This design comes from an exercise in tuning for small area on the open sky130 flow, not from production work.
Where RTL was checked, it was by simulation tests only, not by an equivalence proof against the original.
For run 4, only the layout was checked, not whether the RTL still works.
No activity file was given, so power comes from the tool's default toggle rates.

==> flow/design.v <==
module CombinedCode(clk,rst,switch, btn1, btn2,keypad_col,keypad_row, dot_row, dot_col, seven_right, led1, led2);
input clk,rst;
input switch;
input btn1, btn2;
input [3:0] keypad_col;
output [3:0] keypad_row;
output [7:0] dot_row;
output [15:0] dot_col;
output [6:0] seven_right;
output led1, led2;
function [7:0] hdig(input [5:0] j);   
  begin hdig = 0;
  case (j)
    6'd25: hdig = 8'd50;
    6'd26: hdig = 8'd100;
    6'd27: hdig = 8'd7;
    6'd28: hdig = 8'd81;
    6'd29: hdig = 8'd22;
    6'd30: hdig = 8'd130;
    6'd31: hdig = 8'd9;
    6'd32: hdig = 8'd145;
    6'd33: hdig = 8'd48;
    6'd34: hdig = 8'd64;
    6'd35: hdig = 8'd1;
    6'd36: hdig = 8'd51;
    6'd37: hdig = 8'd16;
    6'd38: hdig = 8'd4;
    6'd39: hdig = 8'd3;
    6'd40: hdig = 8'd19;
    6'd41: hdig = 8'd52;
    6'd42: hdig = 8'd102;
    6'd43: hdig = 8'd9;
    6'd44: hdig = 8'd83;
    6'd45: hdig = 8'd24;
    6'd46: hdig = 8'd132;
    6'd47: hdig = 8'd1;
    6'd48: hdig = 8'd153;
    6'd49: hdig = 8'd50;
    6'd50: hdig = 8'd66;
    6'd51: hdig = 8'd3;
    6'd52: hdig = 8'd53;
    6'd53: hdig = 8'd18;
    6'd54: hdig = 8'd0;
    6'd55: hdig = 8'd5;
    6'd56: hdig = 8'd21;
    6'd57: hdig = 8'd54;
    6'd58: hdig = 8'd104;
    6'd59: hdig = 8'd1;
    6'd60: hdig = 8'd85;
    6'd61: hdig = 8'd16;
    6'd62: hdig = 8'd134;
    6'd63: hdig = 8'd3;
    default: hdig = 8'd0;
  endcase
  end
endfunction
function heq(input [5:0] j);   
  heq = (j == 6'd36) | (j == 6'd42) | (j == 6'd48) | (j == 6'd54) | (j == 6'd60);
endfunction
function [7:0] glyph(input [3:0] d, input [2:0] r);   
  begin glyph = 0;
  case ({d, r})
    7'd0: glyph = 8'd126;
    7'd1: glyph = 8'd102;
    7'd2: glyph = 8'd102;
    7'd3: glyph = 8'd102;
    7'd4: glyph = 8'd102;
    7'd5: glyph = 8'd102;
    7'd6: glyph = 8'd102;
    7'd7: glyph = 8'd126;
    7'd8: glyph = 8'd56;
    7'd9: glyph = 8'd216;
    7'd10: glyph = 8'd216;
    7'd11: glyph = 8'd24;
    7'd12: glyph = 8'd24;
    7'd13: glyph = 8'd24;
    7'd14: glyph = 8'd24;
    7'd15: glyph = 8'd126;
    7'd16: glyph = 8'd126;
    7'd17: glyph = 8'd6;
    7'd18: glyph = 8'd6;
    7'd19: glyph = 8'd126;
    7'd20: glyph = 8'd126;
    7'd21: glyph = 8'd96;
    7'd22: glyph = 8'd96;
    7'd23: glyph = 8'd126;
    7'd24: glyph = 8'd126;
    7'd25: glyph = 8'd6;
    7'd26: glyph = 8'd6;
    7'd27: glyph = 8'd126;
    7'd28: glyph = 8'd126;
    7'd29: glyph = 8'd6;
    7'd30: glyph = 8'd6;
    7'd31: glyph = 8'd126;
    7'd32: glyph = 8'd102;
    7'd33: glyph = 8'd102;
    7'd34: glyph = 8'd102;
    7'd35: glyph = 8'd126;
    7'd36: glyph = 8'd126;
    7'd37: glyph = 8'd6;
    7'd38: glyph = 8'd6;
    7'd39: glyph = 8'd6;
    7'd40: glyph = 8'd126;
    7'd41: glyph = 8'd96;
    7'd42: glyph = 8'd96;
    7'd43: glyph = 8'd126;
    7'd44: glyph = 8'd126;
    7'd45: glyph = 8'd6;
    7'd46: glyph = 8'd6;
    7'd47: glyph = 8'd126;
    7'd48: glyph = 8'd96;
    7'd49: glyph = 8'd96;
    7'd50: glyph = 8'd96;
    7'd51: glyph = 8'd126;
    7'd52: glyph = 8'd126;
    7'd53: glyph = 8'd102;
    7'd54: glyph = 8'd102;
    7'd55: glyph = 8'd126;
    7'd56: glyph = 8'd126;
    7'd57: glyph = 8'd126;
    7'd58: glyph = 8'd6;
    7'd59: glyph = 8'd6;
    7'd60: glyph = 8'd6;
    7'd61: glyph = 8'd6;
    7'd62: glyph = 8'd6;
    7'd63: glyph = 8'd6;
    7'd64: glyph = 8'd126;
    7'd65: glyph = 8'd102;
    7'd66: glyph = 8'd102;
    7'd67: glyph = 8'd126;
    7'd68: glyph = 8'd126;
    7'd69: glyph = 8'd102;
    7'd70: glyph = 8'd102;
    7'd71: glyph = 8'd126;
    7'd72: glyph = 8'd126;
    7'd73: glyph = 8'd102;
    7'd74: glyph = 8'd102;
    7'd75: glyph = 8'd126;
    7'd76: glyph = 8'd126;
    7'd77: glyph = 8'd6;
    7'd78: glyph = 8'd6;
    7'd79: glyph = 8'd126;
    default: glyph = 8'd0;
  endcase
  end
endfunction
function [3:0] keyid(input [3:0] s);   
  begin keyid = 0;
  case (s)
    4'd0: keyid = 4'd15;
    4'd1: keyid = 4'd14;
    4'd2: keyid = 4'd13;
    4'd3: keyid = 4'd12;
    4'd4: keyid = 4'd11;
    4'd5: keyid = 4'd3;
    4'd6: keyid = 4'd6;
    4'd7: keyid = 4'd9;
    4'd8: keyid = 4'd10;
    4'd9: keyid = 4'd2;
    4'd10: keyid = 4'd5;
    4'd11: keyid = 4'd8;
    4'd12: keyid = 4'd0;
    4'd13: keyid = 4'd1;
    4'd14: keyid = 4'd4;
    default: keyid = 4'd7;
  endcase
  end
endfunction
reg [2:0] c8;     
reg [1:0] c3;     
reg [7:0] l167;   
reg [10:0] l1201; 
reg [8:0] l301;   
wire e167  = ((l167  & 8'hcf)   == 8'hc2);      
wire e1201 = ((l1201 & 11'h2f7) == 11'h2d6);    
wire b_end = ((l301 & 9'h0df)   == 9'h05a);     
wire b_s0  = ((l301 & 9'h177)   == 9'h074);     
wire b_s1  = ((l301 & 9'h0bf)   == 9'h03c);     
always @(posedge clk or negedge rst) begin
  if (!rst) begin
    c8 <= 3'd0;
    c3 <= 2'd0;
    l167 <= 8'ha4;
    l1201 <= 11'h7bc;
    l301 <= 9'h0f4;
  end else begin
    c8 <= c8 + 3'd1;
    c3 <= {c3[0], ~(c3[0] | c3[1])};
    l167 <= {l167[6:0], l167[7] ^ l167[2] ^ e167};
    l1201 <= {l1201[9:0], l1201[10] ^ l1201[0] ^ e1201};
    l301 <= {l301[7:0], l301[8] ^ l301[1] ^ b_end};
  end
end
wire c3_0 = ~c3[0] & ~c3[1];
wire c3_1 = c3[0];
wire c3_2 = c3[1];
wire tick_dot = (c8 == 3'd3);                          
wire tick_div = (c8[1:0] == 2'd1) & c3_2;              
wire tick_spn = ~c8[0] & c3_2 & e167;                  
wire tick7    = ~c8[0] & e1201;                        
wire quiet = ((c8[1:0] == 2'd2) & c3_2) | ((c8[1:0] == 2'd3) & c3_0) |
             ((c8[1:0] == 2'd0) & c3_1) | ((c8[1:0] == 2'd1) & c3_2);
reg [1:0] st;      
reg [5:0] j;       
reg p1, p2;        
reg [3:0] q;       
reg hv;            
reg [3:0] d1, d2;  
wire eq = heq(j);
wire hs0 = ~st[0] & ~st[1];
wire nx1 = st[0] | (hs0 & (p1 ? eq : (p2 & ~eq)));
wire nx2 = st[1] | (hs0 & (p1 ? ~eq : (p2 & eq)));
assign led1 = nx1;
assign led2 = nx2;
always @(posedge clk or negedge rst) begin
  if (!rst) begin
    p1 <= 1'b0;
    p2 <= 1'b0;
  end else if (b_end) begin
    p1 <= 1'b0;
    p2 <= 1'b0;
  end else if (b_s0 | b_s1) begin
    p1 <= p1 | ~btn1;
    p2 <= p2 | ~btn2;
  end
end
always @(posedge clk or negedge rst) begin
  if (!rst) begin
    st <= 2'd0;
    j <= 6'd25;
  end else if (tick7) begin
    if (switch) begin
      st <= 2'd0;
      j <= 6'd25;
    end else begin
      st <= {nx2, nx1};
      if (hs0) j <= {j[5] | (&j[4:0]), j[4:0] + 5'd1};
    end
  end
end
wire [3:0] q1 = q + 4'd1;
wire [7:0] dj = hdig(j);
always @(posedge clk or negedge rst) begin
  if (!rst) begin
    q <= 4'd15;
    hv <= 1'b0;
  end else if (tick_dot & ~switch) begin
    q <= q1;
    if (!q1[3]) hv <= 1'b1;
  end
end
always @(posedge clk) begin
  if (tick_dot & ~switch & ~q1[3]) begin
    d1 <= dj[3:0];
    d2 <= dj[7:4];
  end
end
wire [2:0] hr = q[2:0] | {3{q[3]}};
wire [7:0] g1 = glyph(d1, hr);
wire [7:0] g2 = glyph(d2, hr);
wire [15:0] h_col = hv ? {g2, g1} : 16'd0;
reg [7:0] rnd;
reg pm;            
wire spn_late  = tick_spn & c8[1];                                      
wire spn_early = tick_spn & ~c8[1];                                     
wire spn_apply = (c8[1:0] == 2'd1) & c3_1 & ((l167 & 8'h77) == 8'h42);  
wire rnd_mode = spn_late ? switch : pm;
always @(posedge clk) begin
  if (spn_early) pm <= switch;
end
always @(posedge clk or negedge rst) begin
  if (!rst) rnd <= 8'd1;
  else if (spn_late | spn_apply) rnd <= rnd_mode ? {rnd[6:0], rnd[7] ^ rnd[5] ^ rnd[4] ^ rnd[3]} : 8'd1;
end
wire [7:0] prod = rnd[6:3] * rnd[4:1];
wire [3:0] rn = {prod[5], prod[4], rnd[7], prod[3]};
wire [3:0] sel = rn;   
reg [2:0] kd;      
reg [1:0] kr;      
reg kv;            
reg [3:0] kb;      
wire kev = kd[2] & ~kd[1];
wire col_ok = (keypad_col == 4'b1110) | (keypad_col == 4'b1101) |
              (keypad_col == 4'b1011) | (keypad_col == 4'b0111);
wire [1:0] ci = {~keypad_col[3] | ~keypad_col[2], ~keypad_col[3] | ~keypad_col[1]};
assign keypad_row = ~(4'b0001 << kr);
always @(posedge clk or negedge rst) begin
  if (!rst) begin
    kd <= 3'd0;
    kr <= 2'd0;
    kv <= 1'b0;
  end else if (!switch) begin
    kd <= 3'd0;
    kr <= 2'd0;
    kv <= 1'b0;
  end else begin
    kd <= {kd[1:0], ~kd[2]};
    if (kev) begin
      kr <= kr + 2'd1;
      if (col_ok) kv <= 1'b1;
    end
  end
end
always @(posedge clk) begin
  if (switch & kev & col_ok) kb <= keyid(~{kr, ci});
end
reg [8:0] ra [0:7];
reg [8:0] rb [0:7];
reg m1;            
reg swp;           
reg xv;            
reg [3:0] xi;      
wire tw = m1 & ~quiet;
wire [8:0] ha = swp ? 9'd0 : ra[7];
wire [8:0] hb = swp ? 9'd0 : rb[7];
wire nza = |ha;
wire nzb = |hb;
wire sta = tw & (sel == {1'b0, c8});
wire stb = tw & (sel == {1'b1, c8});
wire [8:0] na = (ha + {8'd0, tw & (nza | sta)}) | {5'd0, sta & ~nza, 1'b0, sta & ~nza, 1'b0};
wire [8:0] nb = (hb + {8'd0, tw & (nzb | stb)}) | {5'd0, stb & ~nzb, 1'b0, stb & ~nzb, 1'b0};
wire xa = tw & (ha == 9'd510);
wire xb = tw & (hb == 9'd510);
integer i;
always @(posedge clk) begin
  for (i = 7; i > 0; i = i - 1) begin
    ra[i] <= ra[i-1];
    rb[i] <= rb[i-1];
  end
  ra[0] <= na;
  rb[0] <= nb;
end
always @(posedge clk) begin
  if (xa | xb) xi <= {xb, c8};
end
wire T1 = tick_div & switch;
wire T0 = tick_div & ~switch;
always @(posedge clk or negedge rst) begin
  if (!rst) begin
    m1 <= 1'b0;
    swp <= 1'b1;
    xv <= 1'b0;
  end else begin
    if (tick_div) m1 <= switch;
    if (c8 == 3'd7) swp <= 1'b0;
    if (T1) xv <= 1'b0;
    else if (xa | xb) xv <= 1'b1;
  end
end
reg [15:0] lit;
wire [15:0] X, K, S;
assign X[0] = xv & (xi == 4'd15);  assign K[0] = kv & (kb == 4'd15);  assign S[0] = (sel == 4'd15);
assign X[1] = xv & (xi == 4'd14);  assign K[1] = kv & (kb == 4'd14);  assign S[1] = (sel == 4'd14);
assign X[2] = xv & (xi == 4'd13);  assign K[2] = kv & (kb == 4'd13);  assign S[2] = (sel == 4'd13);
assign X[3] = xv & (xi == 4'd12);  assign K[3] = kv & (kb == 4'd12);  assign S[3] = (sel == 4'd12);
assign X[4] = xv & (xi == 4'd11);  assign K[4] = kv & (kb == 4'd11);  assign S[4] = (sel == 4'd11);
assign X[5] = xv & (xi == 4'd3);  assign K[5] = kv & (kb == 4'd3);  assign S[5] = (sel == 4'd3);
assign X[6] = xv & (xi == 4'd6);  assign K[6] = kv & (kb == 4'd6);  assign S[6] = (sel == 4'd6);
assign X[7] = xv & (xi == 4'd9);  assign K[7] = kv & (kb == 4'd9);  assign S[7] = (sel == 4'd9);
assign X[8] = xv & (xi == 4'd10);  assign K[8] = kv & (kb == 4'd10);  assign S[8] = (sel == 4'd10);
assign X[9] = xv & (xi == 4'd2);  assign K[9] = kv & (kb == 4'd2);  assign S[9] = (sel == 4'd2);
assign X[10] = xv & (xi == 4'd5);  assign K[10] = kv & (kb == 4'd5);  assign S[10] = (sel == 4'd5);
assign X[11] = xv & (xi == 4'd8);  assign K[11] = kv & (kb == 4'd8);  assign S[11] = (sel == 4'd8);
assign X[12] = xv & (xi == 4'd0);  assign K[12] = kv & (kb == 4'd0);  assign S[12] = (sel == 4'd0);
assign X[13] = xv & (xi == 4'd1);  assign K[13] = kv & (kb == 4'd1);  assign S[13] = (sel == 4'd1);
assign X[14] = xv & (xi == 4'd4);  assign K[14] = kv & (kb == 4'd4);  assign S[14] = (sel == 4'd4);
assign X[15] = xv & (xi == 4'd7);  assign K[15] = kv & (kb == 4'd7);  assign S[15] = (sel == 4'd7);
wire [3:0] XP = {|X[15:12], |X[11:8], |X[7:4], |X[3:0]};
wire [3:0] KP = {|K[15:12], |K[11:8], |K[7:4], |K[3:0]};
wire hit = |(K & lit);
reg [15:0] lit_n;
integer s;
always @(*) begin
  for (s = 0; s < 16; s = s + 1)
    lit_n[s] = XP[s/4] ? (lit[s] & ~X[s]) : KP[s/4] ? (lit[s] & ~K[s]) : (lit[s] | S[s]);
end
always @(posedge clk or negedge rst) begin
  if (!rst) lit <= 16'd0;
  else if (T0) lit <= 16'd0;
  else if (T1) lit <= lit_n;
end
reg [2:0] rd;      
reg vm;            
reg [3:0] cap;     
wire [2:0] rd1 = rd + 3'd1;
always @(posedge clk or negedge rst) begin
  if (!rst) begin
    rd <= 3'd7;
    vm <= 1'b0;
    cap <= 4'd0;
  end else if (tick_dot) begin
    if (switch) begin
      rd <= rd1;
      vm <= 1'b1;
      cap <= lit[{rd1[2:1], 2'b00} +: 4];
    end else begin
      rd <= 3'd7;
      vm <= 1'b0;
      cap <= 4'd0;
    end
  end
end
wire [7:0] m_col = {cap[0], cap[0], cap[1], cap[1], cap[2], cap[2], cap[3], cap[3]};
reg [3:0] cur2;
reg [3:0] cnx;
always @(*) begin
  case (cur2)
    4'd0: cnx = 4'd8;
    4'd8: cnx = 4'd2;
    4'd2: cnx = 4'd3;
    4'd3: cnx = 4'd15;
    4'd15: cnx = 4'd5;
    4'd5: cnx = 4'd9;
    4'd9: cnx = 4'd6;
    4'd6: cnx = 4'd1;
    4'd1: cnx = 4'd13;
    4'd13: cnx = 4'd0;
    default: cnx = 4'bx;
  endcase
end
always @(posedge clk or negedge rst) begin
  if (!rst) cur2 <= 4'd0;
  else if (T0) cur2 <= 4'd0;
  else if (T1 & hit) cur2 <= cnx;
end
reg [6:0] seg;
always @(*) begin
  case (cur2)
    4'd8: seg = 7'b1111001;
    4'd2: seg = 7'b0100100;
    4'd3: seg = 7'b0110000;
    4'd15: seg = 7'b0011001;
    4'd5: seg = 7'b0010010;
    4'd9: seg = 7'b0000010;
    4'd6: seg = 7'b1111000;
    4'd1: seg = 7'b0000000;
    4'd13: seg = 7'b0010000;
    4'd0: seg = switch ? 7'b1000000 : 7'b1111111;
    default: seg = 7'bx;
  endcase
end
assign seven_right = seg;
wire [2:0] rsel = switch ? rd : hr;
wire ren = switch ? vm : hv;
assign dot_row = ren ? ~(8'h80 >> rsel) : 8'h00;
assign dot_col = switch ? {8'd0, m_col} : h_col;
endmodule
==> flow/flow/run.sh <==
#!/bin/bash
# Standard layout, except: the combinational cells of the standard synthesis are mapped again
# for area (registers untouched; the smallest of five ABC scripts' results is kept), the port
# buffers use the smallest buffer cell, and the clock tree uses mid-size buffers without dummy
# loads. Each tool's output goes to its own log here.
set -euo pipefail
export BUFFER_PORTS_ARGS="-buffer_cell sky130_fd_sc_hd__buf_1"
export CTS_ARGS="-sink_clustering_enable -repair_clock_nets -sink_clustering_size 10 -sink_clustering_max_diameter 40 -buf_list sky130_fd_sc_hd__clkbuf_4 -dont_use_dummy_load"
YOSYS=${YOSYS_EXE:-$FLOW_HOME/../tools/install/yosys/bin/yosys}
R=orfs/results/$FLOW_PLATFORM/CombinedCode/base
bash standard.sh synth > synth.log 2>&1
cp $R/1_2_yosys.v standard_synth.v
best=""; best_area=""
for s in 1 2 3 4 5; do
  mkdir -p reopt_$s
  REOPT_LIB=$FLOW_HOME/platforms/$FLOW_PLATFORM/lib/sky130_fd_sc_hd__tt_025C_1v80.lib \
  REOPT_IN=standard_synth.v REOPT_OUT=reopt_$s/netlist.v REOPT_DIR=reopt_$s REOPT_ABC=flow/reopt_$s.abc \
    $YOSYS -c flow/reopt.tcl > reopt_$s.log 2>&1 || continue
  a=$(awk '/Chip area for top module/ {print $NF}' reopt_$s/reopt_after.stat)
  if [[ -n "$a" ]] && { [[ -z "$best" ]] || awk -v a="$a" -v b="$best_area" 'BEGIN {exit !(a < b)}'; }; then
    best=$s; best_area=$a
  fi
done
echo "re-mapped netlist: script $best, area $best_area" > reopt_choice.txt
if [[ -n "$best" ]]; then cp reopt_$best/netlist.v $R/1_2_yosys.v; fi
bash standard.sh finish > layout.log 2>&1
==> flow/flow/reopt.tcl <==
# Area re-mapping of the standard synthesis netlist: the registers (and the tie cell) are kept
# as they are; only the combinational cells between them are mapped again, for area.
yosys -import
set lib $::env(REOPT_LIB)
set top $::env(FLOW_TOP)
read_liberty -ignore_miss_func $lib
read_verilog $::env(REOPT_IN)
hierarchy -top $top
setattr -mod -set keep_hierarchy 1 sky130_fd_sc_hd__df* sky130_fd_sc_hd__edf* sky130_fd_sc_hd__conb*
tee -o $::env(REOPT_DIR)/reopt_before.stat stat -liberty $lib
flatten
opt_clean
techmap
opt -fast
abc -liberty $lib -dont_use *probe* -dont_use *lpflow* -dont_use *clkbuf* -dont_use *clkdly* -dont_use *clkinv* -dont_use *dlygate* -dont_use *dlymetal* -script $::env(REOPT_ABC) $top
opt_clean -purge
splitnets
opt_clean -purge
insbuf -buf sky130_fd_sc_hd__buf_4 A X
hierarchy -top $top
tee -o $::env(REOPT_DIR)/reopt_after.stat stat -liberty $lib
blackbox =A:keep_hierarchy
setattr -mod -unset keep_hierarchy
write_verilog -noattr -noexpr -nohex -nodec $::env(REOPT_OUT)
==> flow/flow/reopt_1.abc <==
strash
balance -l
resub -K 6 -l
rewrite -l
resub -K 6 -N 2 -l
refactor -l
resub -K 8 -l
balance -l
resub -K 8 -N 2 -l
rewrite -l
resub -K 10 -l
rewrite -z -l
resub -K 10 -N 2 -l
balance -l
resub -K 12 -l
refactor -z -l
resub -K 12 -N 2 -l
rewrite -z -l
balance -l
&get -n
&st
&dch -f
&nf -a
&put
strash
balance -l
resub -K 6 -l
rewrite -l
resub -K 6 -N 2 -l
refactor -l
resub -K 8 -l
balance -l
resub -K 8 -N 2 -l
rewrite -l
resub -K 10 -l
rewrite -z -l
resub -K 10 -N 2 -l
balance -l
resub -K 12 -l
refactor -z -l
resub -K 12 -N 2 -l
rewrite -z -l
balance -l
&get -n
&st
&dch -f
&nf -a
&put
topo
==> flow/flow/reopt_2.abc <==
strash
balance -l
resub -K 6 -l
rewrite -l
resub -K 6 -N 2 -l
refactor -l
resub -K 8 -l
balance -l
resub -K 8 -N 2 -l
rewrite -l
resub -K 10 -l
rewrite -z -l
resub -K 10 -N 2 -l
balance -l
resub -K 12 -l
refactor -z -l
resub -K 12 -N 2 -l
rewrite -z -l
balance -l
&get -n
&st
&dch -f
&nf -a -R 1000
&put
strash
balance -l
resub -K 6 -l
rewrite -l
resub -K 6 -N 2 -l
refactor -l
resub -K 8 -l
balance -l
resub -K 8 -N 2 -l
rewrite -l
resub -K 10 -l
rewrite -z -l
resub -K 10 -N 2 -l
balance -l
resub -K 12 -l
refactor -z -l
resub -K 12 -N 2 -l
rewrite -z -l
balance -l
&get -n
&st
&dch -f
&nf -a -R 1000
&put
topo
==> flow/flow/reopt_3.abc <==
strash
balance -l
resub -K 6 -l
rewrite -l
resub -K 6 -N 2 -l
refactor -l
resub -K 8 -l
balance -l
resub -K 8 -N 2 -l
rewrite -l
resub -K 10 -l
rewrite -z -l
resub -K 10 -N 2 -l
balance -l
resub -K 12 -l
refactor -z -l
resub -K 12 -N 2 -l
rewrite -z -l
balance -l
&get -n
&st
&dch -f
&nf -a
&put
strash
balance -l
resub -K 6 -l
rewrite -l
resub -K 6 -N 2 -l
refactor -l
resub -K 8 -l
balance -l
resub -K 8 -N 2 -l
rewrite -l
resub -K 10 -l
rewrite -z -l
resub -K 10 -N 2 -l
balance -l
resub -K 12 -l
refactor -z -l
resub -K 12 -N 2 -l
rewrite -z -l
balance -l
&get -n
&st
&dch -f
&nf -a
&put
strash
balance -l
resub -K 6 -l
rewrite -l
resub -K 6 -N 2 -l
refactor -l
resub -K 8 -l
balance -l
resub -K 8 -N 2 -l
rewrite -l
resub -K 10 -l
rewrite -z -l
resub -K 10 -N 2 -l
balance -l
resub -K 12 -l
refactor -z -l
resub -K 12 -N 2 -l
rewrite -z -l
balance -l
&get -n
&st
&dch -f
&nf -a
&put
topo
==> flow/flow/reopt_4.abc <==
strash
balance -l
resub -K 6 -l
rewrite -l
resub -K 6 -N 2 -l
refactor -l
resub -K 8 -l
balance -l
resub -K 8 -N 2 -l
rewrite -l
resub -K 10 -l
rewrite -z -l
resub -K 10 -N 2 -l
balance -l
resub -K 12 -l
refactor -z -l
resub -K 12 -N 2 -l
rewrite -z -l
balance -l
&get -n
&st
&dch -f
&nf -a -R 1000
&put
strash
balance -l
resub -K 6 -l
rewrite -l
resub -K 6 -N 2 -l
refactor -l
resub -K 8 -l
balance -l
resub -K 8 -N 2 -l
rewrite -l
resub -K 10 -l
rewrite -z -l
resub -K 10 -N 2 -l
balance -l
resub -K 12 -l
refactor -z -l
resub -K 12 -N 2 -l
rewrite -z -l
balance -l
&get -n
&st
&dch -f
&nf -a -R 1000
&put
strash
balance -l
resub -K 6 -l
rewrite -l
resub -K 6 -N 2 -l
refactor -l
resub -K 8 -l
balance -l
resub -K 8 -N 2 -l
rewrite -l
resub -K 10 -l
rewrite -z -l
resub -K 10 -N 2 -l
balance -l
resub -K 12 -l
refactor -z -l
resub -K 12 -N 2 -l
rewrite -z -l
balance -l
&get -n
&st
&dch -f
&nf -a -R 1000
&put
topo
==> flow/flow/reopt_5.abc <==
strash
balance -l
resub -K 6 -l
rewrite -l
resub -K 6 -N 2 -l
refactor -l
resub -K 8 -l
balance -l
resub -K 8 -N 2 -l
rewrite -l
resub -K 10 -l
rewrite -z -l
resub -K 10 -N 2 -l
balance -l
resub -K 12 -l
refactor -z -l
resub -K 12 -N 2 -l
rewrite -z -l
balance -l
&get -n
&st
&dch -f
&nf -a -R 2000 -F 20 -A 20
&put
strash
balance -l
resub -K 6 -l
rewrite -l
resub -K 6 -N 2 -l
refactor -l
resub -K 8 -l
balance -l
resub -K 8 -N 2 -l
rewrite -l
resub -K 10 -l
rewrite -z -l
resub -K 10 -N 2 -l
balance -l
resub -K 12 -l
refactor -z -l
resub -K 12 -N 2 -l
rewrite -z -l
balance -l
&get -n
&st
&dch -f
&nf -a -R 2000
&put
topo
==> flow/standard.sh <==
#!/bin/bash
# synth_recipe.tcl (not shown) runs the flow's synth.tcl, then flattens the netlist and writes it again
# the make line also repeats each setting of config.mk as NAME=value (left out here)
make -C /OpenROAD-flow-scripts/flow DESIGN_CONFIG=/design/flow/config.mk WORK_HOME=/design/flow/orfs CLKGATE_MAP_FILE= SYNTH_SCRIPT=/design/flow/synth_recipe.tcl "${@:-finish}"
==> flow/config.mk <==
export PLATFORM = sky130hd
export DESIGN_NAME = CombinedCode
export DESIGN_NICKNAME = CombinedCode
export VERILOG_FILES = /design/flow/design.v
export SDC_FILE = /design/flow/constraint.sdc
export NUM_CORES = 4
export LEC_CHECK = 0
export ABC_AREA = 1
export CAP_MARGIN = 20
export CORE_MARGIN = 2
export CORE_UTILIZATION = 40
export SLEW_MARGIN = 20
==> flow/constraint.sdc <==
create_clock -name core_clock -period 8.0 [get_ports {clk}]
set_input_delay 1.6000 -clock core_clock [delete_from_list [all_inputs] [get_ports {clk}]]
set_output_delay 1.6000 -clock core_clock [all_outputs]
set_load 0.01 [all_outputs]
==> results of run 1 <==
[cells in the final DEF (no fill, tap or decap), types with 18 or more instances in the layout]
cell type,instances
sky130_fd_sc_hd__a21oi_1,67
sky130_fd_sc_hd__a22o_1,18
sky130_fd_sc_hd__buf_1,43
sky130_fd_sc_hd__clkbuf_4,39
sky130_fd_sc_hd__dfrtp_1,65
sky130_fd_sc_hd__dfstp_2,28
sky130_fd_sc_hd__dfxtp_1,144
sky130_fd_sc_hd__inv_1,28
sky130_fd_sc_hd__nand2_1,110
sky130_fd_sc_hd__nand3_1,21
sky130_fd_sc_hd__nor2_1,105
sky130_fd_sc_hd__nor3_1,23
sky130_fd_sc_hd__o21ai_0,51
[routing by layer]
| metal | up-vias | routed length [um] |
|---|---|---|
| li1 | 3400 | - |
| met1 | 3219 | 9180 |
| met2 | 187 | 8480 |
| met3 | 28 | 1050 |
| met4 | 0 | 295 |
| met5 | - | 0 |
[final cells by class]
cell class / count / area (um^2)
Fill cell: 2179 / 12600
Sequential cell: 254 / 5760
Multi-Input combinational cell: 619 / 3400
Tap cell: 285 / 357
Clock buffer: 38 / 285
Timing Repair Buffer: 48 / 199
Inverter: 28 / 105
Antenna cell: 2 / 5.00
[registers in the layout, summed over array words and instances (netlist names), 4 cells and up]
register,flops
cap,4
kb,4
l1201,11
lit,16
rnd,8
rb,72
j,6
ra,72
xi,4
l167,8
d2,4
l301,9
q,4
cur2,4
d1,4
[critical path: cells and delay by family]
kind / cells / cell delay (ns)
buffers and inverters: 3 / 0.77
AND/OR/NAND/NOR: 2 / 0.45
AO/OA/AOI/OAI: 3 / 0.62
[worst paths after layout]
| check | slack (ns) | endpoint | startpoint | cells past startpoint |
|---|---|---|---|---|
| min in group asynchronous | 0.89 | l301[1] | rst | 1 |
| min | 0.26 | rb[7][1] | rb[6][1] | 0 |
| max in group asynchronous | 5.83 | lit[1] | rst | 2 |
| max reg2reg | 3.63 | rb[0][8] | rnd[5] | 18 |
| max | 2.95 | dot_col[7] | switch | 8 |
| min reg2reg | 0.26 | rb[7][1] | rb[6][1] | 0 |
[power breakdown]
group          internal (mW)  switching, mW  total (mW)
Combinational         0.0695          0.133       0.202
Sequential              1.34         0.0473        1.38
Clock                  0.219          0.384       0.603
[metrics by stage]
stage / total power, mW / cells / setup slack (ns) / utilization / cell area, um^2
finish: 2.19 / 1274 / 2.95 / 0.445 / 10100
global route: 2.31 / 1274 / 2.75 / 0.445 / 10100
CTS: 2.23 / 1272 / 2.96 / 0.445 / 10100
detailed placement: 1.61 / 1234 / 2.98 / 0.432 / 9820
global placement: 1.61 / 1234 / 3.04 / 0.432 / 9820
floorplan: 1.53 / 904 / 3.50 / - / 9290
==> results.sh, run 1 <==
export IMPL_cts_root_buf="sky130_fd_sc_hd__clkbuf_4"
export IMPL_period_needed_ns=5.05
export IMPL_syn_to_final_growth_pct=8.86
export IMPL_floorplan_initialDensity=0.409
export IMPL_finish_net_count=998
export IMPL_grt_antenna_before_repair=1
export IMPL_maximum_number_of_pins_on_one_net_before_global_route_repair=78
export IMPL_rsz_0062_raised_after_global_routing="false"
export IMPL_numCtsBuffers=38
export IMPL_clock_sinks=254
export IMPL_clk_pin_slew_worst_paths_ns=0.09
export IMPL_initialDrtViolationCount=690
export IMPL_critical_path_start_end_classification="in -> out"
export IMPL_place_hpwl_mm=13.1
export IMPL_finalSetupViolCount=0
export IMPL_setup_tns_final_ns=0
export IMPL_period_share=0.631
export IMPL_synth_avg_cell_area_um2=10.3
export IMPL_crit_required_ns=6.40
export IMPL_run_status="finished clean"
export IMPL_global_route_usage_met1=0.223
export IMPL_num_rows=55
export IMPL_endpoint_kind="output pin"
export IMPL_die_w_um=156
export IMPL_io_buffer_count=44
export IMPL_insertion_delay_ns=0.62
export IMPL_post_route_drc_count=0
export IMPL_drive_above_1_share=0.0719
export IMPL_relSlewSlack=0.349
export IMPL_post_cts_resized=0
export IMPL_drtPass1Iterations=5
export IMPL_startpoint_type="input port"
export IMPL_use_met3=0.0352
export IMPL_max_slew_worst_pin_slew_ns=0.977
export IMPL_postSynthCellCount=904
export IMPL_finalHoldWorstSlack_ns=0.262
export IMPL_worst_clock_skew_ns=0.0707
export IMPL_grt_first_pass_wirelength_mm=31.4
export IMPL_use_met2=0.243
export IMPL_cp_max_fo=18
export IMPL_vdd_ir_drop_max_uv=129
export IMPL_cts_htree_levels=2
export IMPL_static_leakage_power_nw=4.00
export IMPL_cp_cell_sequence="buf_1 > buf_4 > nor2b_1 > nand2_1 > a21oi_1 > o211ai_1 > o31ai_1 > buf_1"
export IMPL_tritoncts="built"
export IMPL_totalWireLength_mm=19.0
export IMPL_worst_path_max_delay_cell="sky130_fd_sc_hd__buf_4"
export IMPL_coreArea_um2=22700
export IMPL_grt_overflow_total=0
export IMPL_finalWeightedCongestion=0.909
export IMPL_post_cts_repair_setup_buffers=0
export IMPL_fmax_ghz=0.198
export IMPL_viasPerCell=5.36
export IMPL_die_area_um2=24500
export IMPL_report_final_hold_viol_count=0
export IMPL_route_vias_total=6834
export IMPL_grtUsageTotal=0.158
export IMPL_synth_yosys_warnings=3
export IMPL_detail_route_antenna_nets=0
export IMPL_clock_path_buffers=3
export IMPL_min_delay_path_class="reg -> reg"
export IMPL_number_of_global_route_vias_before_repair=6342
export IMPL_synth_net_count=913
export IMPL_hold_buffers=0
export IMPL_top_level_ports=46
export IMPL_synth_cell_area_um2=9290
export IMPL_cp_slowest_stage_delay_ns=0.32
export IMPL_route_detailed_wl_per_inst_um=14.9
export IMPL_busiest_layer="met2"
export IMPL_die_height_um=156
export IMPL_p_per_area_nw_per_um2=216
export IMPL_drv_slew=0
export IMPL_cap_violations=0
export IMPL_cp_arrival_ns=3.45
export IMPL_crit_path_frequent_cell="sky130_fd_sc_hd__buf_1"
==> run 2: changes to the inputs <==
--- a/flow/config.mk
+++ b/flow/config.mk
@@ -8,5 +8,5 @@
 export ABC_AREA = 1
 export CAP_MARGIN = 20
 export CORE_MARGIN = 2
-export CORE_UTILIZATION = 40
+export CORE_UTILIZATION = 65
 export SLEW_MARGIN = 20
==> results.sh, run 2 <==
export IMPL_run_status="finished clean"
export IMPL_route_detailed_wl_per_inst_um=20.2
export IMPL_grt_antenna_before_repair=1
export IMPL_cap_violations=0
export IMPL_p_per_area_nw_per_um2=217
export IMPL_synth_cell_area_um2=9290
export IMPL_top_level_ports=46
export IMPL_grt_overflow_total=0
export IMPL_drtPass1Iterations=5
export IMPL_cp_max_fo=20
export IMPL_layout_top_registers="ra (72), rb (72), lit (16)"
export IMPL_syn_to_final_growth_pct=6.88
export IMPL_synth_yosys_warnings=3
export IMPL_coreArea_um2=13900
export IMPL_drive_above_1_share=0.0653
export IMPL_synth_net_count=913
export IMPL_place_hpwl_mm=16.4
export IMPL_floorplan_initialDensity=0.667
export IMPL_period_share=0.650
export IMPL_totalWireLength_mm=23.5
export IMPL_die_height_um=124
export IMPL_grt_first_pass_wirelength_mm=36.8
export IMPL_power_total_mw=2.15
export IMPL_vdd_ir_drop_max_uv=178
export IMPL_final_seq_area_um2=5760
export IMPL_numCtsBuffers=31
export IMPL_finalWeightedCongestion=0.946
export IMPL_number_of_global_route_vias_before_repair=7159
export IMPL_most_common_layout_cells="sky130_fd_sc_hd__dfxtp_1 (144), sky130_fd_sc_hd__nand2_1 (110), sky130_fd_sc_hd__nor2_1 (105)"
export IMPL_report_final_hold_viol_count=0
export IMPL_initialDrtViolationCount=742
export IMPL_post_route_drc_count=0
export IMPL_hold_buffers=0
export IMPL_cts_root_buf="sky130_fd_sc_hd__clkbuf_4"
export IMPL_clk_pin_slew_worst_paths_ns=0.11
export IMPL_viasPerCell=6.34
export IMPL_crit_required_ns=6.40
export IMPL_critical_path_start_end_classification="in -> out"
export IMPL_detail_route_antenna_nets=0
export IMPL_period_needed_ns=5.20
export IMPL_nFillCells=991
export IMPL_relSlewSlack=0.346
export IMPL_die_w_um=124
export IMPL_tritoncts="built"
export IMPL_finalSetupViolCount=0
export IMPL_synth_avg_cell_area_um2=10.3
export IMPL_die_area_um2=15300
export IMPL_io_buffer_count=44
export IMPL_cts_htree_levels=1
export IMPL_startpoint_type="input port"
export IMPL_maximum_number_of_pins_on_one_net_before_global_route_repair=76
export IMPL_cp_arrival_ns=3.60
export IMPL_endpoint_kind="output pin"
export IMPL_drv_slew=0
export IMPL_max_slew_worst_pin_slew_ns=0.972
export IMPL_finish_net_count=991
export IMPL_min_delay_path_class="reg -> reg"
export IMPL_rsz_0062_raised_after_global_routing="false"
export IMPL_static_leakage_power_nw=3.97
export IMPL_multiInputGateArea_um2=3400
export IMPL_final_common_cell="sky130_fd_sc_hd__dfxtp_1"
export IMPL_insertion_delay_ns=0.67
export IMPL_setup_tns_final_ns=0
export IMPL_clock_path_buffers=3
export IMPL_post_cts_repair_setup_buffers=0
export IMPL_grtUsageTotal=0.313
export IMPL_post_cts_resized=0
export IMPL_route_vias_total=7365
export IMPL_postSynthCellCount=904
export IMPL_fmax_ghz=0.192
export IMPL_clock_sinks=254
export IMPL_worst_clock_skew_ns=0.0450
export IMPL_num_rows=43
run 2: critical path, stage by stage:
cell                      delay [ns]
sky130_fd_sc_hd__buf_1          0.68
sky130_fd_sc_hd__buf_4          0.32
sky130_fd_sc_hd__inv_1          0.21
sky130_fd_sc_hd__o22ai_1        0.33
sky130_fd_sc_hd__nor2_1         0.12
sky130_fd_sc_hd__a21oi_1        0.17
sky130_fd_sc_hd__buf_1          0.17
run 2: final timing paths:
path / endpoint / depth (start not counted) / start / slack [ns]
hold / removal: rb[4][7] / 0 / rb[3][7] / 0.31
hold reg to reg: rb[4][7] / 0 / rb[3][7] / 0.31
max in group asynchronous: l301[8] / 2 / rst / 5.93
setup / recovery: dot_row[2] / 7 / switch / 2.80
setup reg to reg: rb[0][8] / 18 / rnd[4] / 2.82
min in group asynchronous: lit[9] / 1 / rst / 0.84
run 2: metrics by stage:
| stage | hold WS [ns] | worst slack [ns] | area (um^2) | std cells | utilization |
|---|---|---|---|---|---|
| 3_5_place_dp | 0.312 | 2.93 | 9690 | 1129 | 0.695 |
| 4_1_cts | 0.320 | 2.91 | 9920 | 1160 | 0.712 |
| 6_report | 0.310 | 2.80 | 9930 | 1162 | 0.712 |
| 3_3_place_gp | 0.310 | 3.09 | 9690 | 1129 | 0.695 |
| 2_1_floorplan | 0.310 | 3.50 | 9290 | 904 | - |
| 5_1_grt | 0.318 | 2.45 | 9930 | 1162 | 0.712 |
run 2: report_power, final:
group | total (mW) | internal (mW) | switching (mW)
clock | 0.556 | 0.177 | 0.379
sequential | 1.39 | 1.34 | 0.0489
combinational | 0.211 | 0.0696 | 0.141
run 2: area by class of cell:
class | count | area share
flip-flops and latches | 254 | 0.580
multi-input cells | 619 | 0.343
clock buffers | 31 | 0.0234
well taps | 180 | 0.0227
repair buffers | 48 | 0.0200
inverters | 28 | 0.0106
diodes | 2 | 0.000504
run 2: metal layers:
metal / global-route usage / vias up / routed length (um)
met5: 0 / - / 0
met4: 0.141 / 0 / 1030
met3: 0.0521 / 85 / 1580
met2: 0.534 / 402 / 11500
met1: 0.393 / 3497 / 9370
li1: - / 3381 / -
==> run 3: changes to the inputs <==
--- a/flow/design.v
+++ b/flow/design.v
@@ -176,7 +176,7 @@
 wire b_end = ((l301 & 9'h0df)   == 9'h05a);     
 wire b_s0  = ((l301 & 9'h177)   == 9'h074);     
 wire b_s1  = ((l301 & 9'h0bf)   == 9'h03c);     
-always @(posedge clk or negedge rst) begin
+always @(posedge clk) begin
   if (!rst) begin
     c8 <= 3'd0;
     c3 <= 2'd0;
@@ -268,7 +268,7 @@
 always @(posedge clk) begin
   if (spn_early) pm <= switch;
 end
-always @(posedge clk or negedge rst) begin
+always @(posedge clk) begin
   if (!rst) rnd <= 8'd1;
   else if (spn_late | spn_apply) rnd <= rnd_mode ? {rnd[6:0], rnd[7] ^ rnd[5] ^ rnd[4] ^ rnd[3]} : 8'd1;
 end
@@ -285,20 +285,17 @@
 wire [1:0] ci = {~keypad_col[3] | ~keypad_col[2], ~keypad_col[3] | ~keypad_col[1]};
 assign keypad_row = ~(4'b0001 << kr);
 always @(posedge clk or negedge rst) begin
-  if (!rst) begin
-    kd <= 3'd0;
-    kr <= 2'd0;
-    kv <= 1'b0;
-  end else if (!switch) begin
+  if (!rst) kr <= 2'd0;
+  else if (!switch) kr <= 2'd0;
+  else if (kev) kr <= kr + 2'd1;
+end
+always @(posedge clk) begin
+  if (!rst | !switch) begin
     kd <= 3'd0;
-    kr <= 2'd0;
     kv <= 1'b0;
   end else begin
     kd <= {kd[1:0], ~kd[2]};
-    if (kev) begin
-      kr <= kr + 2'd1;
-      if (col_ok) kv <= 1'b1;
-    end
+    if (kev & col_ok) kv <= 1'b1;
   end
 end
 always @(posedge clk) begin
@@ -335,7 +332,7 @@
 end
 wire T1 = tick_div & switch;
 wire T0 = tick_div & ~switch;
-always @(posedge clk or negedge rst) begin
+always @(posedge clk) begin
   if (!rst) begin
     m1 <= 1'b0;
     swp <= 1'b1;
@@ -374,9 +371,8 @@
   for (s = 0; s < 16; s = s + 1)
     lit_n[s] = XP[s/4] ? (lit[s] & ~X[s]) : KP[s/4] ? (lit[s] & ~K[s]) : (lit[s] | S[s]);
 end
-always @(posedge clk or negedge rst) begin
-  if (!rst) lit <= 16'd0;
-  else if (T0) lit <= 16'd0;
+always @(posedge clk) begin
+  if (!rst | T0) lit <= 16'd0;
   else if (T1) lit <= lit_n;
 end
 reg [2:0] rd;      
==> results.sh, run 3 <==
export IMPL_run_status="finished clean"
export IMPL_postSynthCellCount=941
export IMPL_grtUsageTotal=0.290
export IMPL_drtPass1Iterations=8
export IMPL_power_frac_comb=0.160
export IMPL_grt_antenna_before_repair=0
export IMPL_cts_root_buf="sky130_fd_sc_hd__clkbuf_4"
export IMPL_rsz_0062_raised_after_global_routing="false"
export IMPL_synth_yosys_warnings=3
export IMPL_insertion_delay_ns=0.67
export IMPL_final_common_cell="sky130_fd_sc_hd__dfxtp_1"
export IMPL_cts_htree_levels=1
export IMPL_max_slew_worst_pin_slew_ns=1.03
export IMPL_place_hpwl_mm=14.9
export IMPL_synth_cell_area_um2=9180
export IMPL_r2r_setup_slk_ns=3.54
export IMPL_detail_route_antenna_nets=0
export IMPL_cap_violations=0
export IMPL_most_common_layout_cells="sky130_fd_sc_hd__dfxtp_1 (208), sky130_fd_sc_hd__nand2_1 (106), sky130_fd_sc_hd__nor2_1 (105)"
export IMPL_synth_net_count=950
export IMPL_drive_above_1_share=0.0481
export IMPL_final_util=0.710
export IMPL_grt_overflow_total=0
export IMPL_fmax_ghz=0.205
export IMPL_syn_to_final_growth_pct=6.94
export IMPL_drv_slew=0
export IMPL_clock_sinks=254
export IMPL_r2r_worst_path_cells=17
export IMPL_viasPerCell=6.18
export IMPL_vdd_ir_drop_max_uv=198
export IMPL_reg2reg_to="ra[0][8]"
export IMPL_internal_power_mw=1.65
export IMPL_crit_path_capture="led1"
export IMPL_setup_tns_final_ns=0
export IMPL_route_vias_total=7398
export IMPL_die_area_um2=15100
export IMPL_layout_top_registers="ra (72), rb (72), lit (16)"
export IMPL_initialDrtViolationCount=607
export IMPL_relSlewSlack=0.294
export IMPL_period_needed_ns=4.88
export IMPL_route_detailed_wl_per_inst_um=17.8
export IMPL_net_switching_power_mw=0.677
export IMPL_post_cts_repair_setup_buffers=0
export IMPL_startpoint="j[0]"
export IMPL_number_of_global_route_vias_before_repair=7115
export IMPL_p_per_area_nw_per_um2=237
export IMPL_numCtsBuffers=31
export IMPL_die_height_um=123
export IMPL_tritoncts="built"
export IMPL_finish_net_count=1029
export IMPL_critical_path_start_end_classification="reg -> out"
export IMPL_report_final_hold_viol_count=0
export IMPL_layout_setup_ws_ns=3.12
export IMPL_cp_max_fo=12
export IMPL_coreArea_um2=13800
export IMPL_finalSetupViolCount=0
export IMPL_clock_path_buffers=3
export IMPL_static_leakage_power_nw=3.74
export IMPL_post_route_drc_count=0
export IMPL_power_share_clock=0.235
export IMPL_dp_worst_setup_slack_ns=3.26
export IMPL_totalWireLength_mm=21.4
export IMPL_endpoint_kind="output pin"
export IMPL_power_total_mw=2.33
export IMPL_top_level_ports=46
export IMPL_floorplan_initialDensity=0.664
export IMPL_die_w_um=123
export IMPL_worst_clock_skew_ns=0.0673
export IMPL_period_share=0.610
export IMPL_io_buffer_count=44
export IMPL_crit_required_ns=6.40
export IMPL_num_rows=43
export IMPL_clk_pin_slew_worst_paths_ns=0.11
export IMPL_hold_buffers=0
export IMPL_finalWeightedCongestion=0.970
export IMPL_maximum_number_of_pins_on_one_net_before_global_route_repair=77
export IMPL_swShare=0.291
export IMPL_post_cts_resized=0
export IMPL_seq_power_share=0.605
export IMPL_cp_arrival_ns=3.28
export IMPL_synth_avg_cell_area_um2=9.75
export IMPL_startpoint_type="flop"
export IMPL_antenna_diode_count=0
export IMPL_min_delay_path_class="reg -> reg"
export IMPL_ff_to_ff_start="rnd[5]"
export IMPL_grt_first_pass_wirelength_mm=35.0
==> run 3: routing by layer <==
layer | GRT usage | wire length (um) | vias up
met2 | 0.468 | 10000 | 304
met4 | 0.131 | 757 | 0
met3 | 0.0474 | 1310 | 72
li1 | - | - | 3516
met1 | 0.384 | 9250 | 3506
met5 | 0 | 0 | -
==> run 3: power groups by stage <==
stage	sequential, mW	combinational [mW]	clock [mW]
after floorplan	1.41	0.266	0
after global placement	1.43	0.348	0
after detailed placement	1.43	0.361	0
after CTS	1.41	0.363	0.559
after global routing	1.42	0.415	0.606
final	1.41	0.372	0.546
==> run 3: metrics by stage <==
| stage | hold slack, ns | std cells | instance area (um^2) |
|---|---|---|---|
| CTS | 0.329 | 1197 | 9810 |
| floorplan | 0.310 | 941 | 9180 |
| global route | 0.330 | 1198 | 9810 |
| global placement | 0.310 | 1166 | 9580 |
| detailed placement | 0.312 | 1166 | 9580 |
| finish | 0.324 | 1198 | 9810 |
==> run 3: layout make-up <==
cell class / instances / area [um^2]
well taps: 180 / 225
repair buffers: 49 / 201
clock buffers: 31 / 233
inverters: 15 / 56.3
fillers: 997 / 4010
flip-flops and latches: 254 / 5410
multi-input cells: 669 / 3680
==> run 3: worst max-delay path: stages, from the launching register on <==
cell	delay (ns)
sky130_fd_sc_hd__dfstp_2	0.68
sky130_fd_sc_hd__xor2_1	0.16
sky130_fd_sc_hd__inv_1	0.08
sky130_fd_sc_hd__nand2_1	0.11
sky130_fd_sc_hd__nor2_1	0.18
sky130_fd_sc_hd__nor2_1	0.06
sky130_fd_sc_hd__o32ai_1	0.30
sky130_fd_sc_hd__nand2b_1	0.08
sky130_fd_sc_hd__o21ai_0	0.15
sky130_fd_sc_hd__xor2_1	0.13
sky130_fd_sc_hd__a21oi_1	0.20
sky130_fd_sc_hd__inv_1	0.09
sky130_fd_sc_hd__o21bai_1	0.22
sky130_fd_sc_hd__buf_1	0.19
==> run 3: worst min-delay path by stage <==
stage,from,to,slack [ns],depth (start not counted)
floorplan,ra[0][0],ra[1][0],0.31,0
global placement,ra[6][7],ra[7][7],0.31,0
detailed placement,rb[2][5],rb[3][5],0.31,0
CTS,rb[4][5],rb[5][5],0.33,0
global route,ra[4][2],ra[5][2],0.33,0
finish,ra[5][7],ra[6][7],0.32,0
==> run 4: changes to the inputs <==
--- a/flow/design.v
+++ b/flow/design.v
@@ -210,9 +210,9 @@
 wire hs0 = ~st[0] & ~st[1];
 wire nx1 = st[0] | (hs0 & (p1 ? eq : (p2 & ~eq)));
 wire nx2 = st[1] | (hs0 & (p1 ? ~eq : (p2 & eq)));
-assign led1 = nx1;
-assign led2 = nx2;
-always @(posedge clk or negedge rst) begin
+assign led1 = rst & nx1;   
+assign led2 = rst & nx2;
+always @(posedge clk) begin
   if (!rst) begin
     p1 <= 1'b0;
     p2 <= 1'b0;
@@ -224,7 +224,7 @@
     p2 <= p2 | ~btn2;
   end
 end
-always @(posedge clk or negedge rst) begin
+always @(posedge clk) begin
   if (!rst) begin
     st <= 2'd0;
     j <= 6'd25;
@@ -241,13 +241,12 @@
 wire [3:0] q1 = q + 4'd1;
 wire [7:0] dj = hdig(j);
 always @(posedge clk or negedge rst) begin
-  if (!rst) begin
-    q <= 4'd15;
-    hv <= 1'b0;
-  end else if (tick_dot & ~switch) begin
-    q <= q1;
-    if (!q1[3]) hv <= 1'b1;
-  end
+  if (!rst) hv <= 1'b0;
+  else if (tick_dot & ~switch & ~q1[3]) hv <= 1'b1;
+end
+always @(posedge clk) begin   
+  if (!rst) q <= 4'd15;
+  else if (tick_dot & ~switch) q <= q1;
 end
 always @(posedge clk) begin
   if (tick_dot & ~switch & ~q1[3]) begin
@@ -381,21 +380,22 @@
 wire [2:0] rd1 = rd + 3'd1;
 always @(posedge clk or negedge rst) begin
   if (!rst) begin
-    rd <= 3'd7;
     vm <= 1'b0;
     cap <= 4'd0;
   end else if (tick_dot) begin
     if (switch) begin
-      rd <= rd1;
       vm <= 1'b1;
       cap <= lit[{rd1[2:1], 2'b00} +: 4];
     end else begin
-      rd <= 3'd7;
       vm <= 1'b0;
       cap <= 4'd0;
     end
   end
 end
+always @(posedge clk) begin   
+  if (!rst) rd <= 3'd7;
+  else if (tick_dot) rd <= switch ? rd1 : 3'd7;
+end
 wire [7:0] m_col = {cap[0], cap[0], cap[1], cap[1], cap[2], cap[2], cap[3], cap[3]};
 reg [3:0] cur2;
 reg [3:0] cnx;
==> results.sh, run 4 <==
export IMPL_report_final_hold_viol_count=0
export IMPL_post_dp_cell_area_um2=9600
export IMPL_power_share_clock=0.273
export IMPL_relSlewSlack=0.520
export IMPL_crit_required_ns=6.40
export IMPL_floorplan_initialDensity=0.665
export IMPL_grt_antenna_before_repair=0
export IMPL_startpoint_type="input port"
export IMPL_dp_worst_setup_slack_ns=3.18
export IMPL_cp_arrival_ns=3.22
export IMPL_worst_path_max_delay_cell="sky130_fd_sc_hd__buf_1"
export IMPL_max_slew_worst_pin_slew_ns=0.709
export IMPL_top_level_ports=46
export IMPL_endpoint_kind="output pin"
export IMPL_die_height_um=123
export IMPL_nFillCells=1071
export IMPL_finalHoldWorstSlack_ns=0.310
export IMPL_maximum_number_of_pins_on_one_net_before_global_route_repair=73
export IMPL_layout_setup_ws_ns=3.18
export IMPL_number_of_global_route_vias_before_repair=6271
export IMPL_period_needed_ns=4.82
export IMPL_post_route_drc_count=0
export IMPL_cts_root_buf="sky130_fd_sc_hd__clkbuf_4"
export IMPL_net_switching_power_mw=0.509
export IMPL_final_common_cell="sky130_fd_sc_hd__dfxtp_1"
export IMPL_drv_slew=0
export IMPL_coreArea_um2=13800
export IMPL_tritoncts="built"
export IMPL_synth_yosys_warnings=3
export IMPL_layout_top_registers="ra (72), rb (72), lit (16)"
export IMPL_grtUsageTotal=0.242
export IMPL_swShare=0.245
export IMPL_clock_sinks=254
export IMPL_post_place_cells=1191
export IMPL_synth_avg_cell_area_um2=9.52
export IMPL_io_buffer_count=44
export IMPL_run_status="finished clean"
export IMPL_synth_cell_area_um2=9200
export IMPL_post_cts_repair_setup_buffers=0
export IMPL_finish_net_count=1056
export IMPL_internal_power_mw=1.57
export IMPL_min_delay_path_class="reg -> reg"
export IMPL_cap_violations=0
export IMPL_vdd_ir_drop_max_uv=159
export IMPL_antenna_diode_count=0
export IMPL_finalSetupViolCount=0
export IMPL_insertion_delay_ns=0.59
export IMPL_setup_tns_final_ns=0
export IMPL_initialDrtViolationCount=612
export IMPL_drive_above_1_share=0.0383
export IMPL_rsz_0062_raised_after_global_routing="false"
export IMPL_die_area_um2=15100
export IMPL_worst_clock_skew_ns=0.0511
export IMPL_totalWireLength_mm=18.4
export IMPL_fmax_ghz=0.207
export IMPL_final_util=0.712
export IMPL_cp_slowest_stage_delay_ns=0.43
export IMPL_clk_pin_slew_worst_paths_ns=0.09
export IMPL_final_design_area_no_fill_um2=9850
export IMPL_drtPass1Iterations=6
export IMPL_syn_to_final_growth_pct=7.12
export IMPL_post_cts_resized=0
export IMPL_period_share=0.603
export IMPL_most_common_layout_cells="sky130_fd_sc_hd__dfxtp_1 (225), sky130_fd_sc_hd__nor2_1 (113), sky130_fd_sc_hd__nand2_1 (106)"
export IMPL_detail_route_antenna_nets=0
export IMPL_route_vias_total=7065
export IMPL_power_total_mw=2.07
export IMPL_clock_path_buffers=3
export IMPL_synth_net_count=975
export IMPL_route_detailed_wl_per_inst_um=15.0
export IMPL_cp_max_fo=21
export IMPL_cts_htree_levels=2
export IMPL_critical_path_n_buffers_inverters=4
export IMPL_numCtsBuffers=34
export IMPL_finalWeightedCongestion=0.977
export IMPL_die_w_um=123
export IMPL_critical_path_start_end_classification="in -> out"
export IMPL_grt_overflow_total=0
export IMPL_hold_buffers=0
export IMPL_power_frac_comb=0.083
export IMPL_grt_first_pass_wirelength_mm=29.5
export IMPL_crit_path_frequent_cell="sky130_fd_sc_hd__buf_1"
export IMPL_cp_top_family="buffers and inverters"
export IMPL_p_per_area_nw_per_um2=211
export IMPL_cp_cell_sequence="buf_1 > buf_4 > inv_1 > o22ai_1 > nor2_1 > a21oi_1 > buf_1"
export IMPL_num_rows=43
export IMPL_place_hpwl_mm=12.9
export IMPL_postSynthCellCount=966
export IMPL_static_leakage_power_nw=3.71
export IMPL_viasPerCell=5.77
export IMPL_layout_cells_non_filler=1225
export IMPL_seq_power_share=0.645
==> run 4: path summary, 6_finish.rpt <==
check	from	to	slack (ns)	cells after the start
max in group asynchronous	rst	hv	6.37	2
worst max-delay path	switch	dot_row[1]	3.18	7
worst max register to register	rnd[3]	rb[0][8]	3.73	19
min in group asynchronous	rst	cap[3]	1.14	2
worst min register to register	ra[6][1]	ra[7][1]	0.31	0
worst min-delay path	ra[6][1]	ra[7][1]	0.31	0
==> run 4: power groups by stage <==
| stage | sequential, mW | combinational [mW] | clock, mW |
|---|---|---|---|
| 2_1_floorplan | 1.36 | 0.121 | 0 |
| 3_3_place_gp | 1.37 | 0.168 | 0 |
| 3_5_place_dp | 1.37 | 0.170 | 0 |
| 4_1_cts | 1.34 | 0.171 | 0.585 |
| 5_1_grt | 1.34 | 0.196 | 0.632 |
| 6_report | 1.34 | 0.172 | 0.565 |
==> run 4: routing by layer <==
layer	wire length [um]	share of wire	track usage	vias to the layer above
met4	304	0.017	0.0783	0
li1	-	-	-	3582
met5	0	0	0	-
met1	8790	0.48	0.342	3247
met3	946	0.051	0.0475	34
met2	8350	0.45	0.377	202
==> run 4: worst reg2reg max path, stage by stage (launching register included) <==
cell and delay (ns):
sky130_fd_sc_hd__dfxtp_1 0.50, sky130_fd_sc_hd__nor2b_1 0.10, sky130_fd_sc_hd__a21oi_1 0.16, sky130_fd_sc_hd__xor2_1 0.20, sky130_fd_sc_hd__nand3_1 0.09, sky130_fd_sc_hd__inv_1 0.08
sky130_fd_sc_hd__a31oi_1 0.12, sky130_fd_sc_hd__a21oi_1 0.23, sky130_fd_sc_hd__o21ai_0 0.25, sky130_fd_sc_hd__xor2_1 0.19, sky130_fd_sc_hd__o211ai_1 0.13, sky130_fd_sc_hd__nand2b_1 0.22
sky130_fd_sc_hd__a21oi_1 0.18, sky130_fd_sc_hd__and3_1 0.22, sky130_fd_sc_hd__and2_0 0.25, sky130_fd_sc_hd__nor2b_1 0.34, sky130_fd_sc_hd__nand3_1 0.17, sky130_fd_sc_hd__nor3b_1 0.48
sky130_fd_sc_hd__nand2_1 0.13, sky130_fd_sc_hd__xnor2_1 0.14
==> run 4: area by class of cell <==
class / instances / area, um^2 / share of cell area
flip-flops and latches: 254 / 5320 / 0.540
multi-input cells: 687 / 3780 / 0.383
clock buffers: 34 / 255 / 0.0259
well taps: 180 / 225 / 0.0229
repair buffers: 48 / 196 / 0.0199
inverters: 22 / 82.6 / 0.00838
==> run 5: changes to the inputs <==
--- a/flow/design.v
+++ b/flow/design.v
@@ -210,9 +210,9 @@
 wire hs0 = ~st[0] & ~st[1];
 wire nx1 = st[0] | (hs0 & (p1 ? eq : (p2 & ~eq)));
 wire nx2 = st[1] | (hs0 & (p1 ? ~eq : (p2 & eq)));
-assign led1 = rst & nx1;   
-assign led2 = rst & nx2;
-always @(posedge clk) begin
+assign led1 = nx1;
+assign led2 = nx2;
+always @(posedge clk or negedge rst) begin
   if (!rst) begin
     p1 <= 1'b0;
     p2 <= 1'b0;
@@ -224,7 +224,7 @@
     p2 <= p2 | ~btn2;
   end
 end
-always @(posedge clk) begin
+always @(posedge clk or negedge rst) begin
   if (!rst) begin
     st <= 2'd0;
     j <= 6'd25;
@@ -241,12 +241,13 @@
 wire [3:0] q1 = q + 4'd1;
 wire [7:0] dj = hdig(j);
 always @(posedge clk or negedge rst) begin
-  if (!rst) hv <= 1'b0;
-  else if (tick_dot & ~switch & ~q1[3]) hv <= 1'b1;
-end
-always @(posedge clk) begin   
-  if (!rst) q <= 4'd15;
-  else if (tick_dot & ~switch) q <= q1;
+  if (!rst) begin
+    q <= 4'd15;
+    hv <= 1'b0;
+  end else if (tick_dot & ~switch) begin
+    q <= q1;
+    if (!q1[3]) hv <= 1'b1;
+  end
 end
 always @(posedge clk) begin
   if (tick_dot & ~switch & ~q1[3]) begin
@@ -380,22 +381,21 @@
 wire [2:0] rd1 = rd + 3'd1;
 always @(posedge clk or negedge rst) begin
   if (!rst) begin
+    rd <= 3'd7;
     vm <= 1'b0;
     cap <= 4'd0;
   end else if (tick_dot) begin
     if (switch) begin
+      rd <= rd1;
       vm <= 1'b1;
       cap <= lit[{rd1[2:1], 2'b00} +: 4];
     end else begin
+      rd <= 3'd7;
       vm <= 1'b0;
       cap <= 4'd0;
     end
   end
 end
-always @(posedge clk) begin   
-  if (!rst) rd <= 3'd7;
-  else if (tick_dot) rd <= switch ? rd1 : 3'd7;
-end
 wire [7:0] m_col = {cap[0], cap[0], cap[1], cap[1], cap[2], cap[2], cap[3], cap[3]};
 reg [3:0] cur2;
 reg [3:0] cnx;
--- a/flow/flow/run.sh
+++ b/flow/flow/run.sh
@@ -1,6 +1,6 @@
 #!/bin/bash
 # Standard layout, except: the combinational cells of the standard synthesis are mapped again
-# for area (registers untouched; the smallest of five ABC scripts' results is kept), the port
+# for area (registers untouched; the smallest of seven ABC scripts' results is kept), the port
 # buffers use the smallest buffer cell, and the clock tree uses mid-size buffers without dummy
 # loads. Each tool's output goes to its own log here.
 set -euo pipefail
@@ -11,7 +11,7 @@
 bash standard.sh synth > synth.log 2>&1
 cp $R/1_2_yosys.v standard_synth.v
 best=""; best_area=""
-for s in 1 2 3 4 5; do
+for s in 1 2 3 4 5 6 7; do
   mkdir -p reopt_$s
   REOPT_LIB=$FLOW_HOME/platforms/$FLOW_PLATFORM/lib/sky130_fd_sc_hd__tt_025C_1v80.lib \
   REOPT_IN=standard_synth.v REOPT_OUT=reopt_$s/netlist.v REOPT_DIR=reopt_$s REOPT_ABC=flow/reopt_$s.abc \
==> flow/flow/reopt_6.abc (new file) <==
strash
balance
rewrite
refactor
balance
rewrite
rewrite -z
balance
refactor -z
rewrite -z
balance
balance -l
resub -K 6 -l
rewrite -l
resub -K 6 -N 2 -l
refactor -l
resub -K 8 -l
balance -l
resub -K 8 -N 2 -l
rewrite -l
resub -K 10 -l
rewrite -z -l
resub -K 10 -N 2 -l
balance -l
resub -K 12 -l
refactor -z -l
resub -K 12 -N 2 -l
rewrite -z -l
balance -l
&get -n
&st
&dch -f
&nf -a -R 1000
&put
strash
balance -l
resub -K 6 -l
rewrite -l
resub -K 6 -N 2 -l
refactor -l
resub -K 8 -l
balance -l
resub -K 8 -N 2 -l
rewrite -l
resub -K 10 -l
rewrite -z -l
resub -K 10 -N 2 -l
balance -l
resub -K 12 -l
refactor -z -l
resub -K 12 -N 2 -l
rewrite -z -l
balance -l
&get -n
&st
&dch -f
&nf -a -R 1000
&put
topo
==> flow/flow/reopt_7.abc (new file) <==
strash
balance -l
resub -K 6 -l
rewrite -l
resub -K 6 -N 2 -l
refactor -l
resub -K 8 -l
balance -l
resub -K 8 -N 2 -l
rewrite -l
resub -K 10 -l
rewrite -z -l
resub -K 10 -N 2 -l
balance -l
resub -K 12 -l
refactor -z -l
resub -K 12 -N 2 -l
rewrite -z -l
balance -l
&get -n
&st
&dch
&nf -a -R 1000
&put
strash
balance -l
resub -K 6 -l
rewrite -l
resub -K 6 -N 2 -l
refactor -l
resub -K 8 -l
balance -l
resub -K 8 -N 2 -l
rewrite -l
resub -K 10 -l
rewrite -z -l
resub -K 10 -N 2 -l
balance -l
resub -K 12 -l
refactor -z -l
resub -K 12 -N 2 -l
rewrite -z -l
balance -l
&get -n
&st
&dch
&nf -a -R 1000
&put
topo
==> results.sh, run 5 <==
export IMPL_rsz_0062_raised_after_global_routing="false"
export IMPL_max_slew_worst_pin_slew_ns=0.987
export IMPL_crit_path_frequent_cell="sky130_fd_sc_hd__a21oi_1"
export IMPL_num_rows=43
export IMPL_drv_slew=0
export IMPL_cts_htree_levels=2
export IMPL_coreArea_um2=13800
export IMPL_power_total_mw=2.32
export IMPL_dp_worst_setup_slack_ns=3.33
export IMPL_finalWeightedCongestion=0.968
export IMPL_post_route_drc_count=0
export IMPL_hold_path_startpoint="ra[5][1]"
export IMPL_cp_top_family="compound AO/OA/AOI/OAI gates"
export IMPL_critical_path_n_buffers_inverters=3
export IMPL_die_w_um=123
export IMPL_grt_antenna_before_repair=0
export IMPL_worst_path_max_delay_cell="sky130_fd_sc_hd__dfstp_2"
export IMPL_endpoint_kind="output pin"
export IMPL_postSynthCellCount=939
export IMPL_clock_sinks=254
export IMPL_post_dp_cell_area_um2=9540
export IMPL_drive_above_1_share=0.0482
export IMPL_finish_net_count=1028
export IMPL_startpoint_type="flop"
export IMPL_final_util=0.709
export IMPL_viasPerCell=6.21
export IMPL_layout_top_registers="ra (72), rb (72), lit (16)"
export IMPL_finalHoldWorstSlack_ns=0.289
export IMPL_insertion_delay_ns=0.60
export IMPL_numCtsBuffers=34
export IMPL_synth_cell_area_um2=9150
export IMPL_p_per_area_nw_per_um2=236
export IMPL_initialDrtViolationCount=585
export IMPL_hold_buffers=0
export IMPL_reg2reg_to="ra[0][8]"
export IMPL_crit_required_ns=6.40
export IMPL_die_area_um2=15000
export IMPL_final_common_cell="sky130_fd_sc_hd__dfxtp_1"
export IMPL_relSlewSlack=0.342
export IMPL_cp_slowest_stage_delay_ns=0.66
export IMPL_min_delay_path_class="reg -> reg"
export IMPL_period_share=0.604
export IMPL_syn_to_final_growth_pct=7.07
export IMPL_totalWireLength_mm=22.0
export IMPL_cp_max_fo=12
export IMPL_fmax_ghz=0.207
export IMPL_floorplan_initialDensity=0.662
export IMPL_cap_violations=0
export IMPL_worst_clock_skew_ns=0.0879
export IMPL_worstHoldEndpoint="ra[6][1]"
export IMPL_route_vias_total=7431
export IMPL_clk_pin_slew_worst_paths_ns=0.10
export IMPL_synth_yosys_warnings=3
export IMPL_vdd_ir_drop_max_uv=195
export IMPL_clock_path_buffers=3
export IMPL_antenna_diode_count=0
export IMPL_grt_overflow_total=0
export IMPL_ff_to_ff_start="rnd[3]"
export IMPL_setup_tns_final_ns=0
export IMPL_run_status="finished clean"
export IMPL_critical_path_start_end_classification="reg -> out"
export IMPL_top_level_ports=46
export IMPL_post_place_cells=1163
export IMPL_io_buffer_count=44
export IMPL_layout_setup_ws_ns=3.16
export IMPL_synth_avg_cell_area_um2=9.74
export IMPL_cp_cell_sequence="xor2_1 > inv_1 > nand2_1 > a21oi_1 > o211ai_1 > o31ai_1 > a21oi_1 > a21oi_1 > nand2_1 > a21oi_1 > nor2_1 > inv_1 > o21bai_1 > buf_1"
export IMPL_post_cts_resized=0
export IMPL_nFillCells=1011
export IMPL_grt_first_pass_wirelength_mm=34.6
export IMPL_place_hpwl_mm=14.9
export IMPL_tritoncts="built"
export IMPL_r2r_setup_slk_ns=3.18
export IMPL_static_leakage_power_nw=3.77
export IMPL_layout_cells_non_filler=1197
export IMPL_post_cts_repair_setup_buffers=0
export IMPL_maximum_number_of_pins_on_one_net_before_global_route_repair=77
export IMPL_detail_route_antenna_nets=0
export IMPL_finalSetupViolCount=0
export IMPL_most_common_layout_cells="sky130_fd_sc_hd__dfxtp_1 (208), sky130_fd_sc_hd__nand2_1 (121), sky130_fd_sc_hd__nor2_1 (99)"
export IMPL_grtUsageTotal=0.292
export IMPL_report_final_hold_viol_count=0
export IMPL_period_needed_ns=4.84
export IMPL_cts_root_buf="sky130_fd_sc_hd__clkbuf_4"
export IMPL_min_delay_path_depth=0
export IMPL_route_detailed_wl_per_inst_um=18.4
export IMPL_number_of_global_route_vias_before_repair=7118
export IMPL_die_height_um=123
export IMPL_drtPass1Iterations=6
export IMPL_synth_net_count=948
export IMPL_final_design_area_no_fill_um2=9800
export IMPL_cp_arrival_ns=3.24
export IMPL_r2r_worst_path_cells=14
run 5: cell count changes in the layout (fill, tap and decap cells not counted), sizes merged, moves of 5 or more:
cell | previous run | this run
o31ai | 4 | 9
inv | 22 | 15
dfstp | 0 | 10
nor2 | 113 | 99
a21oi | 80 | 75
dfrtp | 12 | 19
nand2 | 106 | 121
dfxtp | 225 | 208
a31o | 6 | 1
run 5: layer usage:
layer / global-route usage / share of wire / wire, um
met2: 0.508 / 0.49 / 10900
met1: 0.358 / 0.41 / 9030
met3: 0.0539 / 0.063 / 1390
met4: 0.119 / 0.031 / 680
met5: 0 / 0 / 0
run 5: how the worst max path moves through the flow:
stage / endpoint / start / slack (ns) / cells after the start
detailed placement: dot_col[12] / switch / 3.33 / 8
global route: led1 / j[0] / 2.87 / 14
finish: led1 / j[0] / 3.16 / 14
global placement: dot_col[12] / switch / 3.45 / 8
CTS: led1 / j[0] / 3.15 / 14
floorplan: dot_col[12] / switch / 3.80 / 6
run 5: final cells by class:
cell class	count	area [um^2]	area share
clock buffer	34	255	0.0261
timing repair buffer	47	189	0.0193
inverter	15	56.3	0.00575
tap	180	225	0.0230
sequential	254	5410	0.552
multi-input combinational	667	3660	0.373
run 5: power breakdown:
part	internal, mW	switching [mW]
combinational	0.121	0.229
clock	0.197	0.373
sequential	1.34	0.0588

Re-timed with assumed drivers on the ports (clkbuf_16 on the clock, buf_2 on other inputs), run 5 has 3.130 ns of setup slack against 3.164 ns with ideal ports, and 3.183 ns once port delays also move by the mid clock arrival of 0.608 ns.
